From an optimization exercise on the open Yosys and OpenROAD flow, aimed at small area; shortcuts taken in it are not production practice. RTL that was checked went through simulation tests only; none was proved equivalent to the original. Function not checked in runs 3 and 4: the RTL went through the layout flow alone. Power is estimated from default activity; no workload was simulated.

$ cat flow/config.mk
export PLATFORM = sky130hd
export DESIGN_NAME = ioTest
export DESIGN_NICKNAME = ioTest
export VERILOG_FILES = /design/flow/design.v
export SDC_FILE = /design/flow/constraint.sdc
export NUM_CORES = 4
export LEC_CHECK = 0
export CAP_MARGIN = 20
export CORE_MARGIN = 2
export CORE_UTILIZATION = 40
export CTS_BUF_LIST = sky130_fd_sc_hd__clkbuf_8
export SLEW_MARGIN = 20
$ cat flow/constraint.sdc
create_clock -name core_clock -period 10.0 [get_ports {M_CLOCK}]
set_input_delay 2.0000 -clock core_clock [delete_from_list [all_inputs] [get_ports {M_CLOCK}]]
set_output_delay 2.0000 -clock core_clock [all_outputs]
set_load 0.01 [all_outputs]
$ cat flow/design.v
module ioTest (input  M_CLOCK,         
               input  rst,             
               input  [3:0] IO_PB,     
               input  [7:0] IO_DSW,    
               output [3:0] F_LED,     
               output [7:0] IO_LED,    
               output [3:0] IO_SSEGD,  
               output [7:0] IO_SSEG,   
               output IO_SSEG_COL);    
  localparam S0 = 3'd0, S1 = 3'd1, S2 = 3'd2, S3 = 3'd3, S4 = 3'd4, S5 = 3'd5;
  function [13:0] inc14(input [13:0] a);
    integer n; reg c;
    begin c = 1'b1;
      for (n = 0; n < 14; n = n + 1) begin inc14[n] = a[n] ^ c; c = c & a[n]; end
    end
  endfunction
  function [5:0] inc6(input [5:0] a);
    integer n; reg c;
    begin c = 1'b1;
      for (n = 0; n < 6; n = n + 1) begin inc6[n] = a[n] ^ c; c = c & a[n]; end
    end
  endfunction
  function [7:0] inc8c(input [7:0] a, input ci);
    integer n; reg c;
    begin c = ci;
      for (n = 0; n < 8; n = n + 1) begin inc8c[n] = a[n] ^ c; c = c & a[n]; end
    end
  endfunction
  function [3:0] inc4(input [3:0] a);
    integer n; reg c;
    begin c = 1'b1;
      for (n = 0; n < 4; n = n + 1) begin inc4[n] = a[n] ^ c; c = c & a[n]; end
    end
  endfunction
  function [2:0] inc3(input [2:0] a);
    integer n; reg c;
    begin c = 1'b1;
      for (n = 0; n < 3; n = n + 1) begin inc3[n] = a[n] ^ c; c = c & a[n]; end
    end
  endfunction
  function ge14(input [13:0] a, input [13:0] b);
    integer n; reg g, e;
    begin g = 1'b0; e = 1'b1;
      for (n = 13; n >= 0; n = n - 1) begin
        g = g | (e & a[n] & ~b[n]); e = e & ~(a[n] ^ b[n]);
      end
      ge14 = g | e;
    end
  endfunction
  reg  [2:0]  state;
  reg  [1:0]  rs;         
  reg  [3:0]  sc;         
  reg  [3:0]  scnt;       
  reg  [3:0]  lvl;        
  reg  [3:0]  g;          
  reg  [4:0]  sc5;
  reg  [13:0] r;
  reg         fled;
  reg         lon;        
  reg  [1:0]  lval;       
  reg         blank;      
  reg  [4:0]  sym;        
  assign IO_SSEG_COL = 1'b1;
  assign IO_SSEG = segs(sym);
  assign F_LED = {4{fled}};
  assign IO_LED = {lon & (lval == 2'd0), lon & (lval == 2'd1),
                   lon & (lval == 2'd2), lon & (lval == 2'd3), 4'b0000};
  assign IO_SSEGD = blank ? 4'b1111 :
                    (rs == 2'd1) ? 4'b1110 :
                    (rs == 2'd2) ? 4'b1101 :
                    (rs == 2'd3) ? 4'b1011 : 4'b0111;
  function [7:0] segs(input [4:0] c);
    begin
      segs = 8'b11111111;
      if (c == 5'd1) segs = 8'b10010000;
      if (c == 5'd2) segs = 8'b10101111;
      if (c == 5'd3) segs = 8'b10000110;
      if (c == 5'd4) segs = 8'b10000111;
      if (c == 5'd5) segs = 8'b11101111;
      if (c == 5'd6) segs = 8'b10101011;
      if (c == 5'd7) segs = 8'b10010010;
      if (c == 5'd8) segs = 8'b10010001;
      if (c == 5'd9) segs = 8'b11000000;
      if (c == 5'd10) segs = 8'b11000001;
      if (c == 5'd11) segs = 8'b11000111;
      if (c == 5'd12) segs = 8'b01000111;
      if (c == 5'd13) segs = 8'b10111111;
      if (c == 5'd14) segs = 8'b11111001;
      if (c == 5'd15) segs = 8'b10100100;
      if (c == 5'd16) segs = 8'b10110000;
      if (c == 5'd17) segs = 8'b10011001;
      if (c == 5'd18) segs = 8'b10000010;
      if (c == 5'd19) segs = 8'b11111000;
      if (c == 5'd20) segs = 8'b10000000;
      if (c == 5'd21) segs = 8'b10011000;
    end
  endfunction
  function [4:0] txt(input lose, input [4:0] j);
    begin
      txt = 5'd0;
      if ({lose, j} == 6'b0_00100) txt = 5'd1;
      if ({lose, j} == 6'b0_00101) txt = 5'd2;
      if ({lose, j} == 6'b0_00110) txt = 5'd3;
      if ({lose, j} == 6'b0_00111) txt = 5'd3;
      if ({lose, j} == 6'b0_01000) txt = 5'd4;
      if ({lose, j} == 6'b0_01001) txt = 5'd5;
      if ({lose, j} == 6'b0_01010) txt = 5'd6;
      if ({lose, j} == 6'b0_01011) txt = 5'd1;
      if ({lose, j} == 6'b0_01100) txt = 5'd7;
      if ({lose, j} == 6'b1_00100) txt = 5'd8;
      if ({lose, j} == 6'b1_00101) txt = 5'd9;
      if ({lose, j} == 6'b1_00110) txt = 5'd10;
      if ({lose, j} == 6'b1_01000) txt = 5'd11;
      if ({lose, j} == 6'b1_01001) txt = 5'd9;
      if ({lose, j} == 6'b1_01010) txt = 5'd7;
      if ({lose, j} == 6'b1_01011) txt = 5'd3;
    end
  endfunction
  function [3:0] pos(input [3:0] k);
    begin
      pos = 4'd0;
      if (k == 4'd0) pos = 4'd1;
      if (k == 4'd1) pos = 4'd2;
      if (k == 4'd2) pos = 4'd5;
      if (k == 4'd3) pos = 4'd9;
      if (k == 4'd4) pos = 4'd2;
      if (k == 4'd5) pos = 4'd8;
      if (k == 4'd6) pos = 4'd3;
      if (k == 4'd7) pos = 4'd11;
      if (k == 4'd8) pos = 4'd8;
      if (k == 4'd9) pos = 4'd6;
      if (k == 4'd10) pos = 4'd5;
      if (k == 4'd11) pos = 4'd5;
      if (k == 4'd12) pos = 4'd6;
    end
  endfunction
  function [1:0] val(input [3:0] p);
    begin
      val = 2'd0;
      if (p == 4'd0) val = 2'd3;
      if (p == 4'd1) val = 2'd3;
      if (p == 4'd2) val = 2'd2;
      if (p == 4'd3) val = 2'd1;
      if (p == 4'd4) val = 2'd2;
      if (p == 4'd6) val = 2'd1;
      if (p == 4'd7) val = 2'd2;
      if (p == 4'd11) val = 2'd1;
    end
  endfunction
  function [3:0] add12(input [3:0] a, input [3:0] b);
    reg [4:0] t;
    begin
      t = {1'b0, a} + {1'b0, b};
      add12 = (t >= 5'd12) ? t[3:0] - 4'd12 : t[3:0];
    end
  endfunction
  function [6:0] halfq(input [3:0] l);
    begin
      halfq = 7'd0;
      if (l == 4'd1) halfq = 7'd79;
      if (l == 4'd2) halfq = 7'd72;
      if (l == 4'd3) halfq = 7'd65;
      if (l == 4'd4) halfq = 7'd58;
      if (l == 4'd5) halfq = 7'd51;
      if (l == 4'd6) halfq = 7'd44;
      if (l == 4'd7) halfq = 7'd37;
      if (l == 4'd8) halfq = 7'd30;
      if (l == 4'd9) halfq = 7'd23;
      if (l == 4'd10) halfq = 7'd16;
      if (l == 4'd11) halfq = 7'd9;
      if (l == 4'd12) halfq = 7'd2;
    end
  endfunction
  function [9:0] lev(input [3:0] l);
    begin
      lev = 10'd0;
      if (l == 4'd1) lev = {5'd9, 5'd14};
      if (l == 4'd2) lev = {5'd9, 5'd15};
      if (l == 4'd3) lev = {5'd9, 5'd16};
      if (l == 4'd4) lev = {5'd9, 5'd17};
      if (l == 4'd5) lev = {5'd9, 5'd7};
      if (l == 4'd6) lev = {5'd9, 5'd18};
      if (l == 4'd7) lev = {5'd9, 5'd19};
      if (l == 4'd8) lev = {5'd9, 5'd20};
      if (l == 4'd9) lev = {5'd9, 5'd21};
      if (l == 4'd10) lev = {5'd14, 5'd9};
      if (l == 4'd11) lev = {5'd14, 5'd14};
      if (l == 4'd12) lev = {5'd14, 5'd15};
      if (l == 4'd13) lev = {5'd14, 5'd16};
    end
  endfunction
  wire [4:0]  tj;
  wire        tc0 = sc[0] & rs[0];
  wire        tc1 = (sc[1] & rs[1]) | ((sc[1] ^ rs[1]) & tc0);
  assign tj = {sc[3] & sc[2] & tc1, sc[3] ^ (sc[2] & tc1), sc[2] ^ tc1, sc[1] ^ rs[1] ^ tc0, sc[0] ^ rs[0]};
  wire        tick   = (sc5 == 5'b10000);
  wire [4:0]  tchar  = txt(state == S5, tj);
  wire [9:0]  ldig   = lev(lvl);
  wire [4:0]  lchar  = (rs == 2'd0) ? 5'd12 :
                       (rs == 2'd1) ? 5'd13 :
                       (rs == 2'd2) ? ldig[9:5] : ldig[4:0];
  wire        done   = ~ge14({10'b0, lvl}, {10'b0, scnt});               
  wire [7:0]  rq     = r[13:6];
  wire [5:0]  rp     = r[5:0];
  wire        pw     = (rp == 6'd49);
  wire [13:0] rinc   = {inc8c(rq, pw), pw ? 6'd0 : inc6(rp)};
  wire        match  = pw && (rq[6:0] == halfq(lvl)) && (lvl != 4'd13);
  wire        q100   = rq[7] | (rq[6] & rq[5] & (rq[4] | rq[3] | rq[2]));    
  wire        q40    = rq[6] | (rq[5] & (rq[4] | rq[3]));                    
  wire        q20    = rq[5] | (rq[4] & (rq[3] | rq[2]));                    
  wire        q39    = (rq == 8'd39);
  wire [3:0]  pb     = {~IO_PB[0], ~IO_PB[1], ~IO_PB[2], ~IO_PB[3]};
  wire        single = (pb == 4'd1) || (pb == 4'd2) || (pb == 4'd4) || (pb == 4'd8);
  wire [1:0]  pv     = {~IO_PB[2] | ~IO_PB[3], ~IO_PB[1] | ~IO_PB[3]};
  wire        step   = (state == S1) & match & r[13];
  wire [3:0]  kk     = (state == S5) ? lvl : scnt;
  wire [3:0]  gk     = add12(g, pos(kk));
  wire [1:0]  sv     = val(gk);
  always @(posedge M_CLOCK) begin
    if (rst) begin
      state <= S0; rs <= 2'd0; sc <= 4'd0; scnt <= 4'd0; lvl <= 4'd0;
      g <= 4'd0; sc5 <= 5'd0; r <= 14'd2;
      fled <= 1'b0; lon <= 1'b0; blank <= 1'b1; sym <= 5'd0;
    end else begin
      sc5 <= {sc5[3:0], sc5[4] ^ sc5[2] ^ (sc5 == 5'd0)};
      case (state)
        S0: begin
          lon <= 1'b0;
          r <= rinc;
          if (tick) begin
            if (q100) begin
              r <= 14'd2;
              sc <= (sc == 4'd13) ? 4'd0 : inc4(sc);
            end
            sym <= tchar; blank <= 1'b0; rs <= {rs[1]^rs[0], ~rs[0]};
          end
          if (~IO_DSW[7]) begin
            state <= S1; sc <= 4'd0; lvl <= 4'd1; r <= {13'd0, lvl[0]};
          end
        end
        S1: begin
          r <= rinc;
          if (tick) begin
            sym <= lchar; blank <= 1'b0; rs <= {rs[1]^rs[0], ~rs[0]};
          end
          if (step) begin
            lon <= 1'b1; lval <= sv;
            scnt <= inc4(scnt);
            r <= 14'd1;
          end else if (match) begin
            lon <= 1'b0;
            r <= 14'h2000;
            if (done) begin scnt <= 4'd0; state <= S2; end
          end
        end
        S2: begin
          r <= {13'd0, sv == pv};
          if (tick) begin
            sym <= lchar; blank <= 1'b0; rs <= {rs[1]^rs[0], ~rs[0]};
          end
          lon <= single; lval <= pv;
          if (single) begin
            if (sv == pv) begin
              scnt <= inc4(scnt); state <= S4;
            end else begin
              scnt <= 4'd0; state <= S3;
            end
          end
        end
        S3: begin
          fled <= 1'b1;
          r <= rinc;
          if (q39 & pw) begin r <= 14'd0; scnt <= inc4(scnt); end
          if (!q20 && r != 14'd0) blank <= 1'b1;
          if (rq == 8'd20 && rp == 6'd0) sc5 <= 5'd1;
          if (q20 && (tick || (rq == 8'd20 && rp == 6'd0))) begin
            sym <= lchar; blank <= 1'b0; rs <= {rs[1]^rs[0], ~rs[0]};
          end
          if (scnt == 4'd7 && q39 && rp == 6'd48) begin state <= S5; r <= {8'd128, 6'd0}; end
        end
        S4: begin
          r <= rinc;
          if (tick) begin
            sym <= lchar; blank <= 1'b0; rs <= {rs[1]^rs[0], ~rs[0]};
          end
          if (q40) lon <= 1'b0;
          if (rq == 8'd80 && rp == 6'd0) begin
            r <= 14'd1;
            if (done) begin lvl <= inc4(lvl); scnt <= 4'd0; state <= S1; end
            else state <= S2;
          end
        end
        S5: begin
          r <= rinc;
          if (tick) begin
            if (q100) begin
              r <= 14'd2;
              sc <= inc4(sc);
              if (sc == 4'd12) begin
                sc <= 4'd0; fled <= 1'b0; state <= S0; lvl <= 4'd1; scnt <= 4'd0;
                g <= gk;   
              end
            end
            sym <= tchar; blank <= 1'b0; rs <= {rs[1]^rs[0], ~rs[0]};
          end
        end
        default: ;
      endcase
    end
  end
endmodule
$ cat flow/flow/run.sh
#!/bin/bash
# Own flow: the standard synthesis; then the logic between its flip-flops is
# re-mapped for area with ABC (flip-flops untouched, four ABC seeds tried, the
# smallest result that yosys proves equivalent to the standard netlist is kept);
# then the standard layout from floorplan to finish, with buf_1 as the port buffer.
# Each tool's output goes to a log file of its own in the work folder.
set -euo pipefail
W=$PWD
PLAT=${FLOW_PLATFORM:-sky130hd}
YOSYS=$FLOW_HOME/../tools/install/yosys/bin/yosys
[[ -x $YOSYS ]] || YOSYS=yosys
LIB=$FLOW_HOME/platforms/$PLAT/lib/sky130_fd_sc_hd__tt_025C_1v80.lib
RES=$W/orfs/results/$PLAT/ioTest/base
LOGS=$W/orfs/logs/$PLAT/ioTest/base

bash standard.sh synth > $W/synth_std.log 2>&1
cp $RES/1_2_yosys.v $W/std_1_2_yosys.v

# the cells the standard synthesis may not use
DONTUSE=$(grep -o -- '-dont_use [A-Za-z0-9_]*' $LOGS/1_2_yosys.log | sort -u | tr '\n' ' ')
for S in 0 1 2 3; do
  sed -e "s#{SEED}#$S#" flow/area.abc > $W/area_$S.abc
  sed -e "s#{LIB}#$LIB#g" -e "s#{STD}#$W/std_1_2_yosys.v#g" -e "s#{ABC}#$W/area_$S.abc#g" \
      -e "s#{DONTUSE}#$DONTUSE#g" -e "s#{OUT}#$W/resyn_$S.v#g" flow/resyn.ys > $W/resyn_$S.ys
  ( $YOSYS -s $W/resyn_$S.ys > $W/resyn_$S.log 2>&1 || true ) &
done
wait
# candidates, smallest area first
: > $W/resyn_status.txt
for S in 0 1 2 3; do
  if [[ -f $W/resyn_$S.v.stat ]]; then
    echo "$(grep 'Chip area' $W/resyn_$S.v.stat | awk '{print $NF}') $S" >> $W/resyn_areas.txt
  fi
done
USED=""
if [[ -f $W/resyn_areas.txt ]]; then
  for S in $(sort -g $W/resyn_areas.txt | awk '{print $2}'); do
    sed -e "s#{LIB}#$LIB#g" -e "s#{STD}#$W/std_1_2_yosys.v#g" -e "s#{NEW}#$W/resyn_$S.v#g" \
        flow/equiv.ys > $W/equiv_$S.ys
    if $YOSYS -s $W/equiv_$S.ys > $W/equiv_$S.log 2>&1; then USED=$S; break; fi
  done
fi
if [[ -n $USED ]]; then
  cp $W/resyn_$USED.v $RES/1_2_yosys.v
  touch $RES/1_2_yosys.v
  echo "re-mapped netlist (seed $USED) in use" >> $W/resyn_status.txt
else
  echo "no re-mapped netlist proven equivalent: standard netlist kept" >> $W/resyn_status.txt
fi

bash standard.sh "BUFFER_PORTS_ARGS=-buffer_cell sky130_fd_sc_hd__buf_1" finish > $W/layout.log 2>&1
$ cat flow/flow/area.abc
strash
&get -n
&deepsyn -T 30 -S {SEED}
&put
dch -f
amap
topo
$ cat flow/flow/equiv.ys
# The re-mapped netlist must do what the standard synthesis's netlist does, flip-flop by flip-flop.
read_liberty -ignore_miss_func {LIB}
read_verilog {STD}
rename ioTest gold
read_verilog {NEW}
rename ioTest gate
flatten gold gate
opt_clean
equiv_make gold gate equiv
hierarchy -top equiv
equiv_simple -undef
equiv_induct -undef
equiv_status -assert
$ cat flow/flow/resyn.ys
# Re-map the combinational logic of the standard synthesis's netlist for area.
# The flip-flops (and tie cells) stay as they are, with their names and cell types.
read_liberty -ignore_miss_func {LIB}
blackbox sky130_fd_sc_hd__*df* sky130_fd_sc_hd__*dl* sky130_fd_sc_hd__conb_1
read_verilog {STD}
hierarchy -top ioTest
flatten
opt_clean
techmap
opt -fast
abc -script {ABC} -liberty {LIB} {DONTUSE}
opt_clean -purge
hilomap -singleton -hicell sky130_fd_sc_hd__conb_1 HI -locell sky130_fd_sc_hd__conb_1 LO
splitnets
opt_clean -purge
insbuf -buf sky130_fd_sc_hd__buf_1 A X
read_liberty -lib -overwrite {LIB}
tee -o {OUT}.stat stat -liberty {LIB}
write_verilog -noattr -nohex -nodec {OUT}
$ cat flow/standard.sh
#!/bin/bash
# synth_recipe.tcl (not shown) runs the flow's synth.tcl, then flattens the netlist and writes it again
# the make line also repeats each setting of config.mk as NAME=value (left out here)
make -C /OpenROAD-flow-scripts/flow DESIGN_CONFIG=/design/flow/config.mk WORK_HOME=/design/flow/orfs CLKGATE_MAP_FILE= SYNTH_SCRIPT=/design/flow/synth_recipe.tcl "${@:-finish}"
==> flow_summary_export.csv, run 1 <==
group,metric,value,unit
run_status,status,"no timing/DRC/antenna violations",
synthesis,synth_cells,508,
clock_network,postCtsSetupRepairBufs,0,
pwr,total_power,732,uW
floorplanning,die-area,9060,um2
setup_path,cp_slowest_cell,"dfxtp_1",
flow_run,drv_cap,0,
placement,pre_cts_ws,4.14,ns
sta,finalHoldViolCount,0,
finish,multi_input_area,2020,um2
pwr,power_density,202,nW/um2
hold_path,hold_path.class,"reg2reg",
clock_network,cts_resized,0,
sta,drv_slew,0,
grt,grt_pass1_wl,15200,um
sta,fin_tns_setup,0,ns
setup_path,critPathRequiredTime,10.25,ns
finish,drive_above_1_share,0.0112,
sta,hold-worst-slack,0.471,ns
floorplanning,die_y,95.2,um
sta,clock.fmax,0.168,GHz
floorplanning,core,8130,um2
setup_path,cp_max_fo,8,
drt,routed_via_density,5.82,
placement,hpwl,7030,um
floorplanning,ios,39,
finish,stdcell_count,642,
sta,tightest_slew,0.805,ns
clock_network,ctsHoldBuffers,0,
floorplanning,rows,33,
finish,syn2layout_area_growth,8.84,%
synthesis,post_synth.cell_area_avg,6.55,um2
grt,grt_max_degree,18,
drt,via_count,3739,
clock_network,cts_tree,"built",
sta,rsz0062_at_grt,"no",
synthesis,yosys_warnings,1,
sta,maxSlewHeadroom,0.457,
finish,final_common_cell,"nor2_1",
clock_network,clkTransAtPathRegs,0.09,ns
grt,grt_pass1_vias,3283,
drt,wire_per_inst,14.3,um
finish,final_cell_mix,"nor2_1, clkinv_1, nand2_1",
pwr,power.switching,338,uW
synthesis,syn-cell-area,3330,um2
clock_network,cts_buffers,5,
sta,timing.final.crit_share,0.595,
sta,postLayoutSetupSlackWorst,4.05,ns
drt,ant_nets,0,
pwr,internal_power,394,uW
grt,overflow,0,
sta,setup_viol,0,
finish,ff_latch_area,1020,um2
floorplanning,die_width,95.2,um
pwr,power.leakage,1.14,nW
setup_path,end_kind,"register",
drt,drc,0,
drt,dr.pass1.iters,5,
finish,finalNetCount,551,
clock_network,clockBufferDepth,2,
clock_network,clk_root_buffer_cell,"clkbuf_8",
clock_network,cts.sinks,50,
pwr,p_clk_frac,0.157,
drt,wl,9170,um
setup_path,cp_slowest_stage_delay,0.51,ns
setup_path,cp.arrival,6.20,ns
placement,placed_cells,635,
grt,track_usage,0.209,
placement,portBuffers,26,
pwr,vdd_ir_drop_max,0.128,mV
pwr,swShare,0.462,
setup_path,startpoint_type,"register",
grt,antenna_found_initial,0,
placement,gp_congestion,0.898,
finish,fillers,846,
pwr,comb_power_share,0.485,
setup_path,path_class,"reg2reg",
clock_network,htreeDepth,2,
setup_path,crit_top_cell,"nor2_1",
drt,drt_iter0_markers,202,
clock_network,clock_latency,0.31,ns
sta,skew,0.00662,ns
sta,min_period,5.95,ns
floorplanning,start_util,0.409,
finish,antenna_cells,0,
pwr,seqPwrFrac,0.358,
worst paths after layout:
| path | start | endpoint | slack (ns) | depth (start not counted) |
|---|---|---|---|---|
| worst max-delay path | state[1] | lvl[3] | 4.05 | 30 |
| worst max register to register | state[1] | lvl[3] | 4.05 | 30 |
| worst min-delay path | sc5[3] | sc5[4] | 0.47 | 1 |
| worst min register to register | sc5[3] | sc5[4] | 0.47 | 1 |
registers in the layout, summed over array words and instances (netlist names):
| name | flops |
|---|---|
| lval | 2 |
| blank | 1 |
| lvl | 4 |
| sc5 | 5 |
| lon | 1 |
| g | 4 |
| rs | 2 |
| r | 14 |
| sym | 5 |
| sc | 4 |
| state | 3 |
| fled | 1 |
| scnt | 4 |
power by group through the flow:
stage	Sequential, mW	Clock (mW)	Combinational [mW]
6_report	0.262	0.115	0.355
5_1_grt	0.266	0.126	0.399
4_1_cts	0.262	0.117	0.351
3_5_place_dp	0.266	0	0.349
3_3_place_gp	0.266	0	0.347
2_1_floorplan	0.255	0	0.276
cell type report:
class	instances	area share
clock buffer	5	0.0190
clock inverter	2	0.00207
inverter	71	0.0736
multi-input combinational	382	0.558
sequential	50	0.282
tap	105	0.0363
timing repair buffer	27	0.0290
critical path, delay by kind of cell, from the launching register on:
| kind | cells | cell delay [ns] |
|---|---|---|
| buffers and inverters | 5 | 0.89 |
| AND/OR/NAND/NOR | 11 | 1.69 |
| flip-flops | 1 | 0.51 |
| AO/OA/AOI/OAI | 14 | 2.81 |
per-layer routing:
metal | global-route usage | up-vias | routed length [um]
met4 | 0.0556 | 0 | 132
met3 | 0.0356 | 13 | 549
met1 | 0.274 | 1723 | 4220
met2 | 0.354 | 118 | 4270
li1 | - | 1885 | -
met5 | 0 | - | 0
through the flow:
stage	cell area, um2	util
floorplan	3340	-
global placement	3540	0.436
detailed placement	3540	0.436
CTS	3620	0.445
global route	3620	0.445
finish	3620	0.445
==> run 2, diff against run 1 <==
==> flow/flow/area.abc (replaced) <==
strash
&get -n
&deepsyn -T 90 -S {SEED}
&put
dch -f
amap
topo
==> run 2 against run 1 <==
  * Still clean
  * Clock power hardly changed
  * Cell count grew 0.31%
  * Sequential share of layout area is 0.29 points higher
  * Setup slack better by 0.39 ns
  * Critical endpoint is now lvl[2]
==> flow_summary_export.csv, run 2 <==
group,metric,value,unit
run_status,status,"no timing/DRC/antenna violations",
clock_network,clockBufferDepth,2,
drt,drt-met1-wl,4140,um
finish,finalNetCount,553,
finish,largest_register,"r",
sta,hold-worst-slack,0.470,ns
setup_path,startpoint_type,"register",
setup_path,cp.arrival,5.78,ns
finish,reg_top3,"r (14), sc5 (5), sym (5)",
floorplanning,core,8090,um2
grt,grt_pass1_vias,3303,
pwr,comb_power_share,0.334,
clock_network,clkTransAtPathRegs,0.09,ns
clock_network,cts_tree,"built",
drt,routed.top_layer,"met4",
finish,final_common_cell,"nor2_1",
clock_network,clk_root_buffer_cell,"clkbuf_8",
grt,antenna_found_initial,0,
grt,track_usage,0.205,
setup_path,cp_slowest_cell,"dfxtp_1",
sta,setup_viol,0,
clock_network,cts.sinks,50,
pwr,internal_power,315,uW
floorplanning,die_width,94.7,um
pwr,swShare,0.388,
finish,drive_above_1_share,0.0111,
sta,postLayoutSetupSlackWorst,4.44,ns
pwr,power_density,143,nW/um2
finish,largest_register_ffs,14,
drt,via_count,3654,
placement,pre_cts_ws,4.59,ns
synthesis,post_synth.cell_area_avg,6.45,um2
placement,gp_congestion,0.916,
pwr,power.leakage,1.14,nW
setup_path,path_class,"reg2reg",
placement,hpwl,7010,um
drt,dr.pass1.iters,4,
synthesis,yosys_warnings,1,
setup_path,crit_top_cell,"nor2_1",
clock_network,cts_resized,0,
clock_network,ctsHoldBuffers,0,
drt,wire_per_inst,13.9,um
sta,tightest_slew,0.865,ns
synthesis,syn-cell-area,3290,um2
drt,routed-wl-met2,4250,um
flow_run,drv_cap,0,
drt,ant_nets,0,
pwr,power.switching,199,uW
pwr,seqPwrFrac,0.449,
finish,syn2layout_area_growth,8.94,%
finish,antenna_cells,0,
sta,rsz0062_at_grt,"no",
finish,final_util,0.443,
finish,final_cell_mix,"nor2_1, clkinv_1, dfxtp_1",
sta,drv_slew,0,
sta,finalHoldViolCount,0,
sta,maxSlewHeadroom,0.409,
setup_path,cp_slowest_stage_delay,0.47,ns
hold_path,hold_path.class,"reg2reg",
clock_network,postCtsSetupRepairBufs,0,
sta,skew,0.00684,ns
clock_network,cts_buffers,5,
floorplanning,start_util,0.407,
placement,portBuffers,26,
drt,dr_wl_met3,460,um
floorplanning,die_y,94.7,um
setup_path,critPathRequiredTime,10.22,ns
sta,timing.final.crit_share,0.556,
setup_path,cp_max_fo,9,
clock_network,htreeDepth,2,
drt,drc,0,
synthesis,synth_cells,510,
drt,drt_iter0_markers,165,
pwr,p_clk_frac,0.218,
floorplanning,ios,39,
pwr,vdd_ir_drop_max,0.0643,mV
sta,clock.fmax,0.180,GHz
sta,min_period,5.56,ns
floorplanning,rows,33,
floorplanning,die-area,8970,um2
clock_network,clock_latency,0.31,ns
setup_path,end_kind,"register",
sta,fin_tns_setup,0,ns
drt,routed_via_density,5.67,
drt,wl,8980,um
pwr,total_power,514,uW
grt,grt_pass1_wl,14800,um
grt,grt_max_degree,18,
setup_path,rrSetupSlack,4.44,ns
grt,overflow,0,
==> run 2: worst paths after layout <==
kind	start	to	cells past startpoint
worst max-delay path	state[2]	lvl[2]	28
worst min-delay path	sc5[2]	sc5[3]	2
worst max register to register	state[2]	lvl[2]	28
worst min register to register	sc5[2]	sc5[3]	2
==> run 2: power by group through the flow <==
stage | logic, mW | registers, mW | clock network (mW)
3_3_place_gp | 0.168 | 0.235 | 0
6_report | 0.171 | 0.231 | 0.112
3_5_place_dp | 0.169 | 0.235 | 0
2_1_floorplan | 0.130 | 0.230 | 0
5_1_grt | 0.194 | 0.233 | 0.122
4_1_cts | 0.170 | 0.231 | 0.116
==> run 2: final cells by class <==
type | instances | area [um2]
fillers | 906 | 4510
multi-input cells | 376 | 1950
flip-flops and latches | 50 | 1020
inverters | 79 | 297
well taps | 105 | 131
repair buffers | 27 | 105
clock buffers | 5 | 68.8
clock inverters | 2 | 7.51
==> run 2: per-layer routing <==
| metal | up-vias | track usage |
|---|---|---|
| li1 | 1872 | - |
| met1 | 1665 | 0.255 |
| met2 | 108 | 0.362 |
| met3 | 9 | 0.0327 |
| met4 | 0 | 0.0604 |
| met5 | - | 0 |
==> run 2: stage by stage <==
step                      cells  area [um2]
after floorplan             513        3300
after global placement      637        3510
after detailed placement    637        3510
after CTS                   644        3580
after global routing        644        3580
final                       644        3580
==> run 2: worst max-delay path: cells and delay by family, from the launching register on <==
kind,cells,cell delay [ns]
AND/OR/NAND/NOR,10,1.16
flip-flops,1,0.47
buffers and inverters,4,0.79
AO/OA/AOI/OAI,14,3.03
==> run 3, diff against run 2 <==
--- a/flow/design.v
+++ b/flow/design.v
@@ -62,4 +62,5 @@
   reg  [4:0]  sym;        
+  reg         lm;         
   assign IO_SSEG_COL = 1'b1;
-  assign IO_SSEG = segs(sym);
+  assign IO_SSEG = lm ? lseg(sym[3:0]) : tseg(sym[4], sym[3:0]);
   assign F_LED = {4{fled}};
@@ -71,47 +72,38 @@
                     (rs == 2'd3) ? 4'b1011 : 4'b0111;
-  function [7:0] segs(input [4:0] c);
-    begin
-      segs = 8'b11111111;
-      if (c == 5'd1) segs = 8'b10010000;
-      if (c == 5'd2) segs = 8'b10101111;
-      if (c == 5'd3) segs = 8'b10000110;
-      if (c == 5'd4) segs = 8'b10000111;
-      if (c == 5'd5) segs = 8'b11101111;
-      if (c == 5'd6) segs = 8'b10101011;
-      if (c == 5'd7) segs = 8'b10010010;
-      if (c == 5'd8) segs = 8'b10010001;
-      if (c == 5'd9) segs = 8'b11000000;
-      if (c == 5'd10) segs = 8'b11000001;
-      if (c == 5'd11) segs = 8'b11000111;
-      if (c == 5'd12) segs = 8'b01000111;
-      if (c == 5'd13) segs = 8'b10111111;
-      if (c == 5'd14) segs = 8'b11111001;
-      if (c == 5'd15) segs = 8'b10100100;
-      if (c == 5'd16) segs = 8'b10110000;
-      if (c == 5'd17) segs = 8'b10011001;
-      if (c == 5'd18) segs = 8'b10000010;
-      if (c == 5'd19) segs = 8'b11111000;
-      if (c == 5'd20) segs = 8'b10000000;
-      if (c == 5'd21) segs = 8'b10011000;
-    end
-  endfunction
-  function [4:0] txt(input lose, input [4:0] j);
-    begin
-      txt = 5'd0;
-      if ({lose, j} == 6'b0_00100) txt = 5'd1;
-      if ({lose, j} == 6'b0_00101) txt = 5'd2;
-      if ({lose, j} == 6'b0_00110) txt = 5'd3;
-      if ({lose, j} == 6'b0_00111) txt = 5'd3;
-      if ({lose, j} == 6'b0_01000) txt = 5'd4;
-      if ({lose, j} == 6'b0_01001) txt = 5'd5;
-      if ({lose, j} == 6'b0_01010) txt = 5'd6;
-      if ({lose, j} == 6'b0_01011) txt = 5'd1;
-      if ({lose, j} == 6'b0_01100) txt = 5'd7;
-      if ({lose, j} == 6'b1_00100) txt = 5'd8;
-      if ({lose, j} == 6'b1_00101) txt = 5'd9;
-      if ({lose, j} == 6'b1_00110) txt = 5'd10;
-      if ({lose, j} == 6'b1_01000) txt = 5'd11;
-      if ({lose, j} == 6'b1_01001) txt = 5'd9;
-      if ({lose, j} == 6'b1_01010) txt = 5'd7;
-      if ({lose, j} == 6'b1_01011) txt = 5'd3;
+  function [7:0] tseg(input lose, input [3:0] j);
+    begin
+      tseg = 8'b11111111;
+      if ({lose, j} == 5'b0_0100) tseg = 8'b10010000;
+      if ({lose, j} == 5'b0_0101) tseg = 8'b10101111;
+      if ({lose, j} == 5'b0_0110) tseg = 8'b10000110;
+      if ({lose, j} == 5'b0_0111) tseg = 8'b10000110;
+      if ({lose, j} == 5'b0_1000) tseg = 8'b10000111;
+      if ({lose, j} == 5'b0_1001) tseg = 8'b11101111;
+      if ({lose, j} == 5'b0_1010) tseg = 8'b10101011;
+      if ({lose, j} == 5'b0_1011) tseg = 8'b10010000;
+      if ({lose, j} == 5'b0_1100) tseg = 8'b10010010;
+      if ({lose, j} == 5'b1_0100) tseg = 8'b10010001;
+      if ({lose, j} == 5'b1_0101) tseg = 8'b11000000;
+      if ({lose, j} == 5'b1_0110) tseg = 8'b11000001;
+      if ({lose, j} == 5'b1_1000) tseg = 8'b11000111;
+      if ({lose, j} == 5'b1_1001) tseg = 8'b11000000;
+      if ({lose, j} == 5'b1_1010) tseg = 8'b10010010;
+      if ({lose, j} == 5'b1_1011) tseg = 8'b10000110;
+    end
+  endfunction
+  function [7:0] lseg(input [3:0] d);
+    begin
+      lseg = 8'b11111111;
+      if (d == 4'd0) lseg = 8'b11000000;
+      if (d == 4'd1) lseg = 8'b11111001;
+      if (d == 4'd2) lseg = 8'b10100100;
+      if (d == 4'd3) lseg = 8'b10110000;
+      if (d == 4'd4) lseg = 8'b10011001;
+      if (d == 4'd5) lseg = 8'b10010010;
+      if (d == 4'd6) lseg = 8'b10000010;
+      if (d == 4'd7) lseg = 8'b11111000;
+      if (d == 4'd8) lseg = 8'b10000000;
+      if (d == 4'd9) lseg = 8'b10011000;
+      if (d == 4'd10) lseg = 8'b01000111;
+      if (d == 4'd11) lseg = 8'b10111111;
     end
@@ -173,20 +165,2 @@
   endfunction
-  function [9:0] lev(input [3:0] l);
-    begin
-      lev = 10'd0;
-      if (l == 4'd1) lev = {5'd9, 5'd14};
-      if (l == 4'd2) lev = {5'd9, 5'd15};
-      if (l == 4'd3) lev = {5'd9, 5'd16};
-      if (l == 4'd4) lev = {5'd9, 5'd17};
-      if (l == 4'd5) lev = {5'd9, 5'd7};
-      if (l == 4'd6) lev = {5'd9, 5'd18};
-      if (l == 4'd7) lev = {5'd9, 5'd19};
-      if (l == 4'd8) lev = {5'd9, 5'd20};
-      if (l == 4'd9) lev = {5'd9, 5'd21};
-      if (l == 4'd10) lev = {5'd14, 5'd9};
-      if (l == 4'd11) lev = {5'd14, 5'd14};
-      if (l == 4'd12) lev = {5'd14, 5'd15};
-      if (l == 4'd13) lev = {5'd14, 5'd16};
-    end
-  endfunction
   wire [4:0]  tj;
@@ -196,7 +170,6 @@
   wire        tick   = (sc5 == 5'b10000);
-  wire [4:0]  tchar  = txt(state == S5, tj);
-  wire [9:0]  ldig   = lev(lvl);
-  wire [4:0]  lchar  = (rs == 2'd0) ? 5'd12 :
-                       (rs == 2'd1) ? 5'd13 :
-                       (rs == 2'd2) ? ldig[9:5] : ldig[4:0];
+  wire [4:0]  tchar  = {state == S5, tj[3:0]};
+  wire        tens   = lvl[3] & (lvl[2] | lvl[1]);    
+  wire [3:0]  ones   = tens ? {1'b0, lvl[2:0] - 3'd2} : lvl;
+  wire [4:0]  lchar  = (rs == 2'd0) ? 5'd10 : (rs == 2'd1) ? 5'd11 : (rs == 2'd2) ? {4'd0, tens} : {1'b0, ones};
   wire        done   = ~ge14({10'b0, lvl}, {10'b0, scnt});               
@@ -222,3 +195,3 @@
       g <= 4'd0; sc5 <= 5'd0; r <= 14'd2;
-      fled <= 1'b0; lon <= 1'b0; blank <= 1'b1; sym <= 5'd0;
+      fled <= 1'b0; lon <= 1'b0; blank <= 1'b1; sym <= 5'd0; lm <= 1'b0;
     end else begin
@@ -234,3 +207,3 @@
             end
-            sym <= tchar; blank <= 1'b0; rs <= {rs[1]^rs[0], ~rs[0]};
+            sym <= tchar; lm <= 1'b0; blank <= 1'b0; rs <= {rs[1]^rs[0], ~rs[0]};
           end
@@ -243,3 +216,3 @@
           if (tick) begin
-            sym <= lchar; blank <= 1'b0; rs <= {rs[1]^rs[0], ~rs[0]};
+            sym <= lchar; lm <= 1'b1; blank <= 1'b0; rs <= {rs[1]^rs[0], ~rs[0]};
           end
@@ -258,3 +231,3 @@
           if (tick) begin
-            sym <= lchar; blank <= 1'b0; rs <= {rs[1]^rs[0], ~rs[0]};
+            sym <= lchar; lm <= 1'b1; blank <= 1'b0; rs <= {rs[1]^rs[0], ~rs[0]};
           end
@@ -276,3 +249,3 @@
           if (q20 && (tick || (rq == 8'd20 && rp == 6'd0))) begin
-            sym <= lchar; blank <= 1'b0; rs <= {rs[1]^rs[0], ~rs[0]};
+            sym <= lchar; lm <= 1'b1; blank <= 1'b0; rs <= {rs[1]^rs[0], ~rs[0]};
           end
@@ -283,3 +256,3 @@
           if (tick) begin
-            sym <= lchar; blank <= 1'b0; rs <= {rs[1]^rs[0], ~rs[0]};
+            sym <= lchar; lm <= 1'b1; blank <= 1'b0; rs <= {rs[1]^rs[0], ~rs[0]};
           end
@@ -303,3 +276,3 @@
             end
-            sym <= tchar; blank <= 1'b0; rs <= {rs[1]^rs[0], ~rs[0]};
+            sym <= tchar; lm <= 1'b0; blank <= 1'b0; rs <= {rs[1]^rs[0], ~rs[0]};
           end
==> flow/flow/area.abc (replaced) <==
strash
&get -n
&deepsyn -T 20 -S {SEED}
&put
dch -f
amap
topo
--- a/flow/config.mk
+++ b/flow/config.mk
@@ -10,3 +10,5 @@
 export CORE_UTILIZATION = 40
-export CTS_BUF_LIST = sky130_fd_sc_hd__clkbuf_8
+export CTS_BUF_LIST = sky130_fd_sc_hd__clkbuf_16
+export CTS_CLUSTER_DIAMETER = 200
+export CTS_CLUSTER_SIZE = 60
 export SLEW_MARGIN = 20
==> run 3 against run 2 <==
  * Via count rose by 0.33%
  * Critical path depth is the same
  * Clock power rose by 48%
  * Utilization up 0.79 points
  * Design area increased by 1.8%
  * Still clean on timing, DRC and antenna
  * Sequential share of layout area rose by 0.051 points
  * Sequential cell count grew 1
  * Die area barely moved
  * First-iteration DRC count up 24%
  * Critical endpoint is now scnt[3]
  * Synthesized cell count fell by 1.4%
  * Critical path type unchanged
  * Highest routed layer unchanged
  * Largest power group unchanged
==> flow_summary_export.csv, run 3 <==
group,metric,value,unit
sta,rsz0062_at_grt,"no",
grt,grt_max_degree,16,
setup_path,startpoint_type,"register",
floorplanning,ios,39,
setup_path,end_kind,"register",
setup_path,cp_slowest_stage_delay,0.46,ns
finish,final_cell_mix,"nor2_1, clkinv_1, dfxtp_1",
sta,drv_slew,0,
clock_network,clk_root_buffer_cell,"clkbuf_16",
setup_path,cp.depth,28,
setup_path,ff2ff_path_depth,28,
floorplanning,rows,33,
sta,fin_tns_setup,0,ns
grt,track_usage,0.205,
setup_path,critPathRequiredTime,10.19,ns
floorplanning,die_width,94.7,um
finish,antenna_cells,0,
sta,clock.fmax,0.168,GHz
pwr,vdd_ir_drop_max,0.0853,mV
hold_path,hold_path.class,"reg2reg",
clock_network,ctsHoldBuffers,0,
run_status,status,"no timing/DRC/antenna violations",
floorplanning,core,8090,um2
clock_network,cts_tree,"built",
drt,dr.pass1.iters,7,
sta,tightest_slew,0.645,ns
placement,gp_congestion,0.898,
setup_path,cp_num_buf_inv,5,
grt,antenna_found_initial,0,
setup_path,cp_max_fo,8,
setup_path,path_class,"reg2reg",
setup_path,cp.arrival,6.16,ns
clock_network,cts_buffers,5,
grt,grt_pass1_wl,14700,um
placement,portBuffers,26,
drt,wire_per_inst,14.0,um
setup_path,cp_slowest_cell,"dfxtp_1",
finish,syn2layout_area_growth,10.9,%
grt,overflow,0,
clock_network,cts.sinks,51,
drt,drc,0,
clock_network,htreeDepth,2,
drt,ant_nets,0,
placement,hpwl,6970,um
floorplanning,die-area,8970,um2
drt,via_count,3666,
synthesis,post_synth.cell_area_avg,6.54,um2
hold_path,holdPathStages,2,
flow_run,drv_cap,0,
clock_network,cts_resized,0,
placement,pre_cts_ws,4.12,ns
finish,drive_above_1_share,0.0150,
sta,maxSlewHeadroom,0.565,
clock_network,clockBufferDepth,2,
pwr,power_density,114,nW/um2
sta,setup_viol,0,
floorplanning,start_util,0.406,
clock_network,clkTransAtPathRegs,0.07,ns
clock_network,postCtsSetupRepairBufs,0,
finish,reg_top3,"r (14), sc5 (5), sym (5)",
sta,hold-worst-slack,0.465,ns
grt,grt_pass1_vias,3202,
clock_network,clock_latency,0.29,ns
pwr,power.leakage,1.26,nW
pwr,total_power,418,uW
sta,finalHoldViolCount,0,
sta,postLayoutSetupSlackWorst,4.04,ns
synthesis,synth_cells,503,
finish,largest_register,"r",
sta,skew,0.00621,ns
setup_path,crit_top_cell,"nor2_1",
drt,drt_iter0_markers,205,
finish,stdcell_count,638,
synthesis,syn-cell-area,3290,um2
drt,wl,8960,um
floorplanning,die_y,94.7,um
finish,final_common_cell,"nor2_1",
placement,placed_cells,631,
sta,min_period,5.96,ns
finish,largest_register_ffs,14,
finish,finalNetCount,547,
sta,timing.final.crit_share,0.596,
setup_path,path_delay_family,"compound AO/OA/AOI/OAI gates",
synthesis,yosys_warnings,1,
drt,routed_via_density,5.75,
==> run 3: final timing paths <==
check / startpoint / end / slack [ns]
setup reg to reg: state[2] / scnt[3] / 4.04
setup / recovery: state[2] / scnt[3] / 4.04
hold reg to reg: sc5[2] / sc5[3] / 0.47
hold / removal: sc5[2] / sc5[3] / 0.47
==> run 3: power breakdown <==
part / internal, mW / leakage [nW] / switching [mW] / total (mW)
Sequential: 0.208 / 0.414 / 0.00453 / 0.213
Combinational: 0.0138 / 0.775 / 0.0258 / 0.0396
Clock: 0.0903 / 0.0671 / 0.0753 / 0.166
==> run 3: cell type report <==
type / instances / area, um2
Tap cell: 105 / 131
Fill cell: 847 / 4440
Timing Repair Buffer: 28 / 113
Clock inverter: 2 / 8.76
Inverter: 74 / 278
Sequential cell: 51 / 1040
Clock buffer: 5 / 125
Multi-Input combinational cell: 373 / 1950
==> run 3: worst min-delay path: cells and delay by family (launching register included) <==
kind	cells	cell delay [ns]
and+or+nand+nor	1	0.05
buffers and inverters	1	0.06
DFF	1	0.31
==> run 3: metrics by stage <==
step	cell area, um2	utilization
global route	3650	0.451
detailed placement	3510	0.434
floorplan	3300	-
CTS	3650	0.451
global placement	3510	0.434
finish	3650	0.451
==> run 3: metal layers <==
metal / vias up / part of all wire / wire [um] / GRT usage
li1: 1869 / - / - / -
met1: 1701 / 0.48 / 4260 / 0.281
met2: 86 / 0.47 / 4220 / 0.337
met3: 10 / 0.038 / 344 / 0.0295
met4: 0 / 0.014 / 129 / 0.0531
met5: - / 0 / 0 / 0
==> run 4, diff against run 3 <==
--- a/flow/config.mk
+++ b/flow/config.mk
@@ -10,5 +10,5 @@
 export CORE_UTILIZATION = 40
-export CTS_BUF_LIST = sky130_fd_sc_hd__clkbuf_16
+export CTS_BUF_LIST = sky130_fd_sc_hd__clkbuf_8
 export CTS_CLUSTER_DIAMETER = 200
-export CTS_CLUSTER_SIZE = 60
+export CTS_CLUSTER_SIZE = 30
 export SLEW_MARGIN = 20
==> run 4 against run 3 <==
  * Still clean
  * Die area unchanged
  * Utilization down 0.57 points
  * Routed wire length down 0.20%
  * Synthesized cell count unchanged
  * Register-to-register slack worse by 0.04 ns
  * Sequential power about the same
  * Area after synthesis unchanged
  * Global-route usage about the same
  * First-iteration DRC count down 2.9%
  * Critical path depth unchanged
  * Sequential share of layout area up 0.37 points
  * Critical path type unchanged
  * Critical endpoint unchanged
  * Largest cell class unchanged
  * Highest routed layer unchanged
==> flow_summary_export.csv, run 4 <==
group,metric,value,unit
sta,min_period,6.00,ns
setup_path,path_class,"reg2reg",
clock_network,ctsHoldBuffers,0,
finish,largest_register_ffs,14,
finish,finalNetCount,547,
setup_path,cp_slowest_stage_delay,0.47,ns
sta,setup_viol,0,
finish,fillers,863,
setup_path,cp.arrival,6.21,ns
drt,via_count,3654,
grt,grt_max_degree,16,
drt,dr.pass1.iters,5,
finish,final_cell_area,3600,um2
synthesis,synth_cells,503,
floorplanning,die_width,94.7,um
flow_run,drv_cap,0,
pwr,power_density,104,nW/um2
clock_network,clkTransAtPathRegs,0.09,ns
sta,fin_tns_setup,0,ns
setup_path,cp_max_fo,8,
finish,final_common_cell,"nor2_1",
floorplanning,ios,39,
grt,antenna_found_initial,0,
clock_network,clockBufferDepth,2,
placement,gp_congestion,0.898,
setup_path,end_kind,"register",
floorplanning,die-area,8970,um2
placement,placed_area,3510,um2
clock_network,cts.sinks,51,
synthesis,syn-cell-area,3290,um2
drt,drt_iter0_markers,199,
grt,track_usage,0.205,
drt,wire_per_inst,14.0,um
finish,ff_latch_area,1040,um2
sta,tightest_slew,0.642,ns
hold_path,hold_path.class,"reg2reg",
sta,timing.final.crit_share,0.600,
sta,clock.fmax,0.167,GHz
placement,hpwl,6970,um
placement,placed_cells,631,
finish,reg_top3,"r (14), sc5 (5), sym (5)",
clock_network,cts_buffers,5,
finish,stdcell_count,638,
grt,grt_pass1_vias,3214,
finish,antenna_cells,0,
clock_network,postCtsSetupRepairBufs,0,
synthesis,post_synth.cell_area_avg,6.54,um2
setup_path,path_delay_family,"compound AO/OA/AOI/OAI gates",
finish,final_util,0.445,
clock_network,clock_latency,0.30,ns
clock_network,htreeDepth,2,
finish,multi_input_area,1950,um2
clock_network,cts_tree,"built",
finish,final_cell_mix,"nor2_1, clkinv_1, dfxtp_1",
finish,drive_above_1_share,0.0169,
pwr,vdd_ir_drop_max,0.0510,mV
drt,routed.top_layer,"met4",
sta,maxSlewHeadroom,0.567,
drt,drc,0,
pwr,power.leakage,1.24,nW
sta,drv_slew,0,
sta,rsz0062_at_grt,"no",
drt,wl,8940,um
setup_path,startpoint_type,"register",
grt,overflow,0,
drt,routed_via_density,5.73,
floorplanning,core,8090,um2
drt,drt-met1-wl,4280,um
sta,skew,0.00552,ns
finish,largest_register,"r",
drt,routed-wl-met2,4160,um
finish,syn2layout_area_growth,9.51,%
sta,finalHoldViolCount,0,
setup_path,crit_top_cell,"nor2_1",
clock_network,clk_root_buffer_cell,"clkbuf_8",
floorplanning,die_y,94.7,um
grt,grt_pass1_wl,14700,um
clock_network,cts_resized,0,
drt,ant_nets,0,
setup_path,cp_num_buf_inv,5,
floorplanning,start_util,0.406,
floorplanning,rows,33,
drt,dr_wl_met3,392,um
setup_path,critPathRequiredTime,10.21,ns
setup_path,cp_slowest_cell,"dfxtp_1",
run_status,status,"no timing/DRC/antenna violations",
synthesis,yosys_warnings,1,
placement,portBuffers,26,
run 4: path summary, 6_finish.rpt:
check	from	slack [ns]	depth (start not counted)	end
worst max-delay path	state[2]	4.00	28	scnt[3]
worst min register to register	sc5[2]	0.47	2	sc5[3]
worst max register to register	state[2]	4.00	28	scnt[3]
worst min-delay path	sc5[2]	0.47	2	sc5[3]
run 4: routing by layer:
metal  vias to the layer above  global-route usage
li1                       1874                   -
met1                      1682               0.280
met2                        91               0.338
met3                         7              0.0343
met4                         0              0.0471
met5                         -                   0
run 4: worst register-to-register path: cells and delay by family (launching register included):
kind | cells | cell delay [ns]
AO/OA/AOI/OAI | 10 | 2.66
buffers and inverters | 5 | 0.89
flip-flops | 1 | 0.47
AND/OR/NAND/NOR | 13 | 1.90
run 4: per-stage QoR:
step	total power [mW]	hold slack [ns]	setup slack, ns
CTS	0.378	0.473	4.06
finish	0.376	0.470	4.00
floorplan	0.246	0.431	4.97
detailed placement	0.256	0.459	4.12
global route	0.393	0.515	3.28
global placement	0.256	0.454	4.27
run 4: power by group:
part | switching [mW] | leakage (nW) | internal, mW
Combinational | 0.0257 | 0.775 | 0.0138
Clock | 0.0693 | 0.0470 | 0.0545
Sequential | 0.00458 | 0.414 | 0.208
Total | 0.0996 | 1.24 | 0.276
run 4: final cells by class:
class / count / share of cell area
Clock buffer: 6 / 0.0229
Clock inverter: 1 / 0.00139
Inverter: 74 / 0.0771
Multi-Input combinational cell: 373 / 0.542
Sequential cell: 51 / 0.289
Tap cell: 105 / 0.0365
Timing Repair Buffer: 28 / 0.0313
==> run 5, diff against run 4 <==
--- a/flow/design.v
+++ b/flow/design.v
@@ -10,8 +10,2 @@
   localparam S0 = 3'd0, S1 = 3'd1, S2 = 3'd2, S3 = 3'd3, S4 = 3'd4, S5 = 3'd5;
-  function [13:0] inc14(input [13:0] a);
-    integer n; reg c;
-    begin c = 1'b1;
-      for (n = 0; n < 14; n = n + 1) begin inc14[n] = a[n] ^ c; c = c & a[n]; end
-    end
-  endfunction
   function [5:0] inc6(input [5:0] a);
@@ -34,15 +28,9 @@
   endfunction
-  function [2:0] inc3(input [2:0] a);
-    integer n; reg c;
-    begin c = 1'b1;
-      for (n = 0; n < 3; n = n + 1) begin inc3[n] = a[n] ^ c; c = c & a[n]; end
-    end
-  endfunction
-  function ge14(input [13:0] a, input [13:0] b);
+  function gt4(input [3:0] a, input [3:0] b);
     integer n; reg g, e;
     begin g = 1'b0; e = 1'b1;
-      for (n = 13; n >= 0; n = n - 1) begin
+      for (n = 3; n >= 0; n = n - 1) begin
         g = g | (e & a[n] & ~b[n]); e = e & ~(a[n] ^ b[n]);
       end
-      ge14 = g | e;
+      gt4 = g;
     end
@@ -174,3 +162,3 @@
   wire [4:0]  lchar  = (rs == 2'd0) ? 5'd10 : (rs == 2'd1) ? 5'd11 : (rs == 2'd2) ? {4'd0, tens} : {1'b0, ones};
-  wire        done   = ~ge14({10'b0, lvl}, {10'b0, scnt});               
+  wire        done   = gt4(scnt, lvl);               
   wire [7:0]  rq     = r[13:6];
--- a/flow/flow/run.sh
+++ b/flow/flow/run.sh
@@ -2,3 +2,3 @@
 # Own flow: the standard synthesis; then the logic between its flip-flops is
-# re-mapped for area with ABC (flip-flops untouched, four ABC seeds tried, the
+# re-mapped for area with ABC (flip-flops untouched, eight ABC seeds tried, the
 # smallest result that yosys proves equivalent to the standard netlist is kept);
@@ -20,3 +20,4 @@
 DONTUSE=$(grep -o -- '-dont_use [A-Za-z0-9_]*' $LOGS/1_2_yosys.log | sort -u | tr '\n' ' ')
-for S in 0 1 2 3; do
+SEEDS="0 1 2 3 4 5 6 7"
+for S in $SEEDS; do
   sed -e "s#{SEED}#$S#" flow/area.abc > $W/area_$S.abc
@@ -24,3 +25,7 @@
       -e "s#{DONTUSE}#$DONTUSE#g" -e "s#{OUT}#$W/resyn_$S.v#g" flow/resyn.ys > $W/resyn_$S.ys
+done
+# four at a time
+for S in $SEEDS; do
   ( $YOSYS -s $W/resyn_$S.ys > $W/resyn_$S.log 2>&1 || true ) &
+  if (( S % 4 == 3 )); then wait; fi
 done
@@ -29,3 +34,3 @@
 : > $W/resyn_status.txt
-for S in 0 1 2 3; do
+for S in $SEEDS; do
   if [[ -f $W/resyn_$S.v.stat ]]; then
==> flow/flow/area.abc (replaced) <==
strash
&get -n
&deepsyn -T 60 -S {SEED}
&put
dch -f
amap -F 4 -A 8
topo
--- a/flow/config.mk
+++ b/flow/config.mk
@@ -11,4 +11,2 @@
 export CTS_BUF_LIST = sky130_fd_sc_hd__clkbuf_8
-export CTS_CLUSTER_DIAMETER = 200
-export CTS_CLUSTER_SIZE = 30
 export SLEW_MARGIN = 20
==> run 5 against run 4 <==
  * Still clean
  * Via count shrank 3.3%
  * Total power grew 67%
  * Area after synthesis decreased by 3.0%
  * Clock power grew 9%
  * Hold slack worse by 0.0029 ns
  * Non-clock buffer count decreased by 1
  * Sequential power is about 20% higher
  * Critical path type unchanged
==> flow_summary_export.csv, run 5 <==
group,metric,value,unit
grt,grt_max_degree,17,
drt,via_count,3533,
finish,antenna_cells,0,
clock_network,cts_tree,"built",
synthesis,synth_cells,476,
grt,grt_pass1_wl,15100,um
finish,final_cell_mix,"nor2_1, clkinv_1, dfxtp_1",
floorplanning,die-area,8700,um2
drt,routed_via_density,5.81,
placement,portBuffers,26,
finish,drive_above_1_share,0.0178,
grt,antenna_found_initial,0,
pwr,power_density,179,nW/um2
sta,min_period,6.49,ns
pwr,p_clk_frac,0.215,
finish,finalNetCount,519,
sta,maxSlewHeadroom,0.373,
setup_path,cp_slowest_cell,"a2111oi_0",
pwr,swShare,0.409,
sta,skew,0.00805,ns
pwr,vdd_ir_drop_max,0.0815,mV
setup_path,cp_max_fo,11,
clock_network,clock_latency,0.31,ns
pwr,comb_power_share,0.379,
pwr,total_power,626,uW
grt,grt_use_met3,0.0266,
sta,clock.fmax,0.154,GHz
clock_network,cts_resized,0,
floorplanning,ios,39,
floorplanning,rows,32,
grt,track_usage,0.215,
synthesis,post_synth.cell_area_avg,6.70,um2
finish,final_common_cell,"nor2_1",
grt,grtUsageMet2,0.344,
setup_path,cp.arrival,6.71,ns
finish,largest_register_ffs,14,
placement,hpwl,6950,um
run_status,status,"no timing/DRC/antenna violations",
synthesis,syn-cell-area,3190,um2
setup_path,end_kind,"register",
clock_network,clkTransAtPathRegs,0.10,ns
pwr,internal_power,370,uW
synthesis,yosys_warnings,1,
pwr,power.leakage,1.14,nW
sta,postLayoutSetupSlackWorst,3.51,ns
drt,drc,0,
clock_network,ctsHoldBuffers,0,
floorplanning,start_util,0.413,
setup_path,cp_slowest_stage_delay,0.73,ns
sta,setup_viol,0,
setup_path,critPathRequiredTime,10.22,ns
setup_path,path_class,"reg2reg",
floorplanning,die_y,93.3,um
grt,overflow,0,
finish,fillers,814,
finish,largest_register,"r",
sta,finalHoldViolCount,0,
pwr,seqPwrFrac,0.406,
clock_network,cts.sinks,51,
hold_path,hold_path.class,"reg2reg",
setup_path,crit_top_cell,"clkinv_1",
sta,rsz0062_at_grt,"no",
drt,drt_iter0_markers,194,
clock_network,clk_root_buffer_cell,"clkbuf_8",
setup_path,crit_chain,"clkinv_1 -> nor3_1 -> clkinv_1 -> o22ai_1 -> o22ai_1 -> o21ai_0 -> clkinv_1 -> nor2_1 -> clkinv_1 -> a221oi_1 -> nor2_1 -> o311ai_0 -> clkinv_1 -> o21ai_0 -> o21ai_0 -> a2111oi_0 -> nor2_1 -> or4_1 -> a221oi_1",
drt,wire_per_inst,14.8,um
flow_run,drv_cap,0,
clock_network,clockBufferDepth,2,
sta,drv_slew,0,
drt,dr.pass1.iters,5,
pwr,power.switching,256,uW
sta,timing.final.crit_share,0.649,
floorplanning,die_width,93.3,um
clock_network,postCtsSetupRepairBufs,0,
placement,pre_cts_ws,3.67,ns
grt,grt-busiest-layer,"met2",
setup_path,startpoint_type,"register",
finish,syn2layout_area_growth,9.93,%
clock_network,htreeDepth,2,
clock_network,cts_buffers,5,
drt,wl,9000,um
floorplanning,core,7730,um2
grt,gr-usage-met1,0.300,
finish,reg_top3,"r (14), sc5 (5), sym (5)",
grt,grt_pass1_vias,3215,
placement,gp_congestion,0.988,
sta,tightest_slew,0.931,ns
sta,fin_tns_setup,0,ns
drt,ant_nets,0,
==> run 5: layout make-up <==
cell class / instances / area (um2) / area share
repair buffers: 27 / 105 / 0.0300
clock inverters: 1 / 6.26 / 0.00178
clock buffers: 7 / 96.3 / 0.0275
well taps: 102 / 128 / 0.0364
multi-input cells: 347 / 1860 / 0.529
inverters: 73 / 274 / 0.0782
flip-flops and latches: 51 / 1040 / 0.297
==> run 5: path summary, 6_finish.rpt <==
check / to / startpoint / cells past startpoint / slack, ns
worst min-delay path: sc5[3] / sc5[2] / 2 / 0.47
worst max register to register: scnt[3] / state[0] / 19 / 3.51
worst max-delay path: scnt[3] / state[0] / 19 / 3.51
worst min register to register: sc5[3] / sc5[2] / 2 / 0.47
==> run 5: power groups by stage <==
stage	registers (mW)	logic (mW)	clock network, mW
3_3_place_gp	0.258	0.230	0
4_1_cts	0.254	0.237	0.137
3_5_place_dp	0.258	0.236	0
2_1_floorplan	0.251	0.180	0
5_1_grt	0.257	0.271	0.145
6_report	0.254	0.238	0.135
==> run 5: layer usage <==
layer  part of all wire  up-vias
li1                   -     1775
met2               0.45      123
met4              0.022        0
met5                  0        -
met1               0.47     1617
met3              0.057       18
==> run 5: stage by stage <==
| step | hold WS (ns) | util | area (um2) | cells |
|---|---|---|---|---|
| floorplan | 0.427 | - | 3200 | 479 |
| global placement | 0.448 | 0.440 | 3400 | 600 |
| detailed placement | 0.454 | 0.440 | 3400 | 600 |
| CTS | 0.467 | 0.454 | 3510 | 608 |
| global route | 0.492 | 0.454 | 3510 | 608 |
| finish | 0.467 | 0.454 | 3510 | 608 |
==> run 5: worst max-delay path: cells and delay by family (launching register included) <==
kind	cells	cell delay [ns]
AO/OA/AOI/OAI	9	3.19
AND/OR/NAND/NOR	5	1.59
buffers and inverters	5	1.04
flip-flops	1	0.57
==> run 6, diff against run 5 <==
--- a/flow/design.v
+++ b/flow/design.v
@@ -167,5 +167,4 @@
   wire [13:0] rinc   = {inc8c(rq, pw), pw ? 6'd0 : inc6(rp)};
-  wire        match  = pw && (rq[6:0] == halfq(lvl)) && (lvl != 4'd13);
+  wire        match  = pw && (rq[6:0] == ((state == S4) ? 7'd39 : halfq(lvl))) && ((state == S4) || (lvl != 4'd13));
   wire        q100   = rq[7] | (rq[6] & rq[5] & (rq[4] | rq[3] | rq[2]));    
-  wire        q40    = rq[6] | (rq[5] & (rq[4] | rq[3]));                    
   wire        q20    = rq[5] | (rq[4] & (rq[3] | rq[2]));                    
@@ -217,3 +216,3 @@
         S2: begin
-          r <= {13'd0, sv == pv};
+          r <= 14'd0;
           if (tick) begin
@@ -246,4 +245,4 @@
           end
-          if (q40) lon <= 1'b0;
-          if (rq == 8'd80 && rp == 6'd0) begin
+          if (match & ~r[13]) begin lon <= 1'b0; r <= 14'h2000; end
+          if (match & r[13]) begin
             r <= 14'd1;
==> flow/flow/area.abc (replaced) <==
strash
&get -n
&deepsyn -T 300 -S {SEED}
&put
dch -f
amap -F 4 -A 8
topo
==> run 6 against run 5 <==
  * Still clean on timing, DRC and antenna
  * Critical path depth grew 11
  * Clock skew shrank 0.0010 ns
  * Combinational power shrank 67%
  * Clock power grew 3%
  * Area after synthesis shrank 1.2%
  * Clock-buffer cell count shrank 2
  * Sequential cell count is the same
  * Hold slack lost 0.0029 ns
  * Synthesized cell count grew 1.9%
  * Critical path type unchanged
==> flow_summary_export.csv, run 6 <==
group,metric,value,unit
pwr,power_density,127,nW/um2
setup_path,path_class,"reg2reg",
finish,largest_register,"r",
synthesis,synth_cells,485,
setup_path,ff2ff_path_depth,30,
floorplanning,die_y,92.8,um
clock_network,clk_root_buffer_cell,"clkbuf_8",
placement,placed_cells,608,
synthesis,yosys_warnings,1,
hold_path,hold_path.class,"reg2reg",
finish,multi_input_area,1840,um2
finish,ff_latch_area,1040,um2
grt,grt_pass1_wl,14200,um
finish,stdcell_count,616,
grt,grt_max_degree,16,
floorplanning,core,7690,um2
flow_run,drv_cap,0,
floorplanning,rows,32,
grt,overflow,0,
placement,portBuffers,26,
setup_path,cp_slowest_cell,"dfxtp_1",
clock_network,ctsHoldBuffers,0,
pwr,power.leakage,1.13,nW
sta,rsz0062_at_grt,"no",
sta,postLayoutSetupSlackWorst,4.26,ns
sta,setup_viol,0,
finish,fillers,835,
clock_network,clkTransAtPathRegs,0.09,ns
floorplanning,die-area,8610,um2
drt,wire_per_inst,13.5,um
drt,via_count,3443,
sta,clock.fmax,0.174,GHz
run_status,status,"no timing/DRC/antenna violations",
setup_path,cp_max_fo,7,
sta,skew,0.00700,ns
sta,timing.final.crit_share,0.574,
sta,finalHoldViolCount,0,
floorplanning,start_util,0.410,
drt,routed_via_density,5.59,
clock_network,clock_latency,0.30,ns
finish,final_cell_mix,"nor2_1, clkinv_1, o21ai_0",
hold_path,holdPathStages,2,
finish,finalNetCount,527,
drt,ant_nets,0,
finish,largest_register_ffs,14,
finish,antenna_cells,0,
setup_path,crit_top_cell,"nor2_1",
setup_path,cp.arrival,5.98,ns
drt,drt_iter0_markers,267,
synthesis,syn-cell-area,3150,um2
grt,antenna_found_initial,0,
setup_path,startpoint_type,"register",
grt,track_usage,0.202,
sta,min_period,5.74,ns
sta,tightest_slew,0.777,ns
pwr,vdd_ir_drop_max,0.0535,mV
drt,dr.pass1.iters,5,
placement,gp_congestion,0.952,
finish,final_common_cell,"nor2_1",
finish,drive_above_1_share,0.0136,
drt,drc,0,
clock_network,cts_tree,"built",
placement,pre_cts_ws,4.39,ns
grt,grt_pass1_vias,3101,
clock_network,clockBufferDepth,2,
sta,fin_tns_setup,0,ns
finish,reg_top3,"r (14), sc5 (5), sym (5)",
setup_path,cp_slowest_stage_delay,0.50,ns
placement,hpwl,6500,um
clock_network,htreeDepth,2,
setup_path,end_kind,"register",
clock_network,cts.sinks,51,
sta,drv_slew,0,
pwr,total_power,439,uW
sta,maxSlewHeadroom,0.469,
clock_network,postCtsSetupRepairBufs,0,
setup_path,critPathRequiredTime,10.24,ns
clock_network,cts_resized,0,
floorplanning,die_width,92.8,um
floorplanning,ios,39,
clock_network,cts_buffers,5,
finish,syn2layout_area_growth,9.96,%
drt,wl,8320,um
synthesis,post_synth.cell_area_avg,6.50,um2
run 6: changes by cell type in the layout (fill, tap and decap cells not counted), moves of 4 or more:
cell / previous run / this run
nor3_1: 18 / 28
nand2_1: 30 / 37
a31oi_1: 7 / 3
a2111oi_0: 5 / 1
o22ai_1: 23 / 16
o21ai_0: 34 / 50
nand3_1: 15 / 8
or3_1: 10 / 6
clkinv_1: 73 / 69
o221ai_1: 7 / 0
nor2_1: 90 / 108
run 6: where the power goes:
part / switching (mW) / total [mW] / internal (mW)
sequential: 0.0108 / 0.223 / 0.212
clock: 0.0653 / 0.139 / 0.0733
combinational: 0.0505 / 0.0784 / 0.0278
run 6: layout make-up:
type	count	share of cell area
clock inverter	3	0.0112
clock buffer	5	0.0199
inverter	68	0.0736
tap	102	0.0368
sequential	51	0.300
multi-input combinational	361	0.530
timing repair buffer	26	0.0282
run 6: path summary, 6_finish.rpt:
path | from | endpoint | slack (ns)
max | state[0] | state[0] | 4.26
min | sc5[2] | sc5[3] | 0.46
max reg2reg | state[0] | state[0] | 4.26
min reg2reg | sc5[2] | sc5[3] | 0.46
run 6: layer usage:
metal | global-route usage | wire length [um] | vias to the layer above
li1 | - | - | 1769
met1 | 0.287 | 4110 | 1552
met2 | 0.319 | 3710 | 109
met3 | 0.0277 | 383 | 13
met4 | 0.0576 | 116 | 0
met5 | 0 | 0 | -
run 6: critical path: cells and delay by family (launching register included):
| kind | cells | cell delay [ns] |
|---|---|---|
| DFF | 1 | 0.50 |
| AOI/OAI and AO/OA | 11 | 1.96 |
| buffers and inverters | 6 | 0.99 |
| and+or+nand+nor | 13 | 2.21 |
run 6: through the flow:
step                hold WS (ns)  utilization  instance area (um2)
CTS                        0.458        0.451                 3470
detailed placement         0.447        0.437                 3360
finish                     0.464        0.451                 3470
floorplan                  0.427            -                 3160
global route               0.478        0.451                 3470
global placement           0.448        0.437                 3360

-- port drivers added, routing unchanged --
The flow's constraints put no driver on any port. The routed layouts listed below were extracted and timed again, unchanged, in two steps. Step 1, drivers: a clkbuf_16 drives M_CLOCK and a buf_2 each remaining input, both assumed. Step 2 also shifts input and output timing later by t, the mid clock arrival at the registers, as if the neighbouring blocks saw the same clock. Slacks: ideal ports / drivers / drivers and shift; pairs: ideal ports / drivers.
| run | shift t [ns] | setup slack, ns | worst setup path at the end | worst slew at a driven data input, ns |
|---|---|---|---|---|
| run 1 | 0.343 | 4.048 / 4.048 / 4.048 | register to register | 0.03 |
| run 2 | 0.334 | 4.441 / 4.441 / 4.441 | register to register | 0.04 |
| run 3 | 0.326 | 4.037 / 4.037 / 4.037 | register to register | 0.03 |
| run 4 | 0.335 | 3.995 / 3.995 / 3.995 | register to register | 0.03 |
| run 5 | 0.338 | 3.510 / 3.510 / 3.510 | register to register | 0.03 |
| run 6 | 0.330 | 4.264 / 4.264 / 4.264 | register to register | 0.03 |
After both steps every run listed still meets setup and hold.
